Background: an optimization exercise with open tools, aiming at small area. Do not read the settings as production practice. In this exercise RTL edits were held to simulation tests only and were not proved equivalent to the original. No activity file was given, so power comes from the tool's default toggle rates.

Setup of P:
Design ADPLL, start of the top module:
module ADPLL #(
    parameter PW=32, DW=12, AW=10
)(
    input wire clk, rst,     
    input wire signed [DW-1:0] in,
    input wire signed [PW-1:0] base_freq,
    output logic signed [DW-1:0] sin, cos,
    output logic signed [PW-1:0] freq
);
Size: ~4700 cells after synthesis, about 950 flip-flops, roughly 100 I/O pins.
Settings: LEC_CHECK=0, ABC_AREA=1, CAP_MARGIN=20, CORE_MARGIN=2, CORE_UTILIZATION=65, CTS_BUF_LIST=sky130_fd_sc_hd__clkbuf_16, CTS_CLUSTER_DIAMETER=60, CTS_CLUSTER_SIZE=30, PLACE_DENSITY=0.75, SLEW_MARGIN=20, SYNTH_MEMORY_MAX_BITS=16384; clock period 10.0 ns.
run.sh (not shown) runs the stock make flow with config.mk's settings and CLKGATE_MAP_FILE= SYNTH_SCRIPT=/design/flow/synth_recipe.tcl, a recipe that flattens the netlist after the stock synthesis.
--- input diff P..Q ---
==> flow/flow/run.sh (new file) <==
#!/bin/bash
# The standard layout, with the port buffers made of the platform's smallest
# buffer (sky130_fd_sc_hd__buf_1) instead of the cell buffer_ports picks by
# default. Every input and output port still gets its buffer.
set -o pipefail
cp standard.sh standard.sh.txt
export BUFFER_PORTS_ARGS="-buffer_cell sky130_fd_sc_hd__buf_1"
bash standard.sh > standard.log 2>&1
==> flow/standard.sh (new file) <==
#!/bin/bash
# synth_recipe.tcl (not shown) runs the flow's synth.tcl, then flattens the netlist and writes it again
# the make line also repeats each setting of config.mk as NAME=value (left out here)
make -C /OpenROAD-flow-scripts/flow DESIGN_CONFIG=/design/flow/config.mk WORK_HOME=/design/flow/orfs CLKGATE_MAP_FILE= SYNTH_SCRIPT=/design/flow/synth_recipe.tcl "${@:-finish}"
diff --git a/flow/config.mk b/flow/config.mk
--- a/flow/config.mk
+++ b/flow/config.mk
@@ -9,9 +9,9 @@
 export CAP_MARGIN = 20
 export CORE_MARGIN = 2
-export CORE_UTILIZATION = 65
+export CORE_UTILIZATION = 75
 export CTS_BUF_LIST = sky130_fd_sc_hd__clkbuf_16
 export CTS_CLUSTER_DIAMETER = 60
 export CTS_CLUSTER_SIZE = 30
-export PLACE_DENSITY = 0.75
+export PLACE_DENSITY = 0.85
 export SLEW_MARGIN = 20
 export SYNTH_MEMORY_MAX_BITS = 16384
removed: flow/run.sh
--- outcome ---
Run comparison: Q capturing instance or port of the critical path cicDs.l3[18]; P capturing instance or port of the critical path theDds.phaseAcc[31]. Q: PASS, flow complete, no timing, DRC or antenna violations. Buffer and inverter count on the worst path in Q is 5 higher than in P. Sort Q and P by leakage dissipation, ascending, and Q comes first. Combinational cell power was higher in Q than in P. On final clock period utilization by the worst path, the lower figure sits with P, not Q. Comparing Q and P, the lower die outline height is on Q. As far as net count of the finished layout is concerned, Q and P perform about the same.

Starting RTL as in the previous note.
## ADPLL
module ADPLL #(
    parameter PW=32, DW=12, AW=10
)(
    input wire clk, rst,     
    input wire signed [DW-1:0] in,
    input wire signed [PW-1:0] base_freq,
    output logic signed [DW-1:0] sin, cos,
    output logic signed [PW-1:0] freq
);
export LEC_CHECK = 0
export ABC_AREA = 1
export CAP_MARGIN = 20
export CORE_MARGIN = 2
export CORE_UTILIZATION = 65
export CTS_BUF_LIST = sky130_fd_sc_hd__clkbuf_16
export CTS_CLUSTER_DIAMETER = 60
export CTS_CLUSTER_SIZE = 30
export PLACE_DENSITY = 0.75
export SLEW_MARGIN = 20
export SYNTH_MEMORY_MAX_BITS = 16384
create_clock -name core_clock -period 10.0 [get_ports {clk}]
standard.sh (not shown) runs the stock make flow with config.mk's settings and CLKGATE_MAP_FILE= SYNTH_SCRIPT=/design/flow/synth_recipe.tcl, a recipe that flattens the netlist after the stock synthesis.
==> flow/flow/run.sh <==
#!/bin/bash
# The standard layout, with the port buffers made of the platform's smallest
# buffer (sky130_fd_sc_hd__buf_1) instead of the cell buffer_ports picks by
# default. Every input and output port still gets its buffer.
set -o pipefail
cp standard.sh standard.sh.txt
export BUFFER_PORTS_ARGS="-buffer_cell sky130_fd_sc_hd__buf_1"
bash standard.sh > standard.log 2>&1
The starting point completed with no timing, DRC or antenna violations.
Then changed:
Settings changed: ABC_AREA 1 to not set.
=>
- via count drops by a few percent
- sequential power hardly moves
- clock power climbs by a few percent
- combinational power climbs by a few percent
- register-to-register slack gets worse by 0.08 ns
- area after synthesis climbs slightly

## re-timing with driven ports
In the flow no input, the clock included, has a driving cell. The finished layouts below were timed again as built, in two steps.
Step 1, drivers: a clkbuf_16 drives clk and a buf_2 each remaining input, both assumed.
Step 2 also shifts input and output timing later by t, the mid clock arrival at the registers, as if the neighbouring blocks saw the same clock.
Three values: ideal ports, drivers, drivers and shift; two values: the first two.
| run | t (ns) | setup slack, ns | hold slack, ns | worst setup path after step 2 |
|---|---|---|---|---|
| P | 0.703 | 0.636 / 0.636 / 0.636 | 0.318 / 0.318 / 0.318 | register to register |
| Q | 0.683 | 0.335 / 0.335 / 0.335 | 0.318 / 0.318 / 0.318 | register to register |
| the first run of note 2 | 0.697 | 0.616 / 0.616 / 0.616 | 0.319 / 0.319 / 0.319 | register to register |
| the second run of note 2 | 0.697 | 0.531 / 0.531 / 0.531 | 0.303 / 0.303 / 0.303 | register to register |
After both steps setup and hold are still met in every run listed.
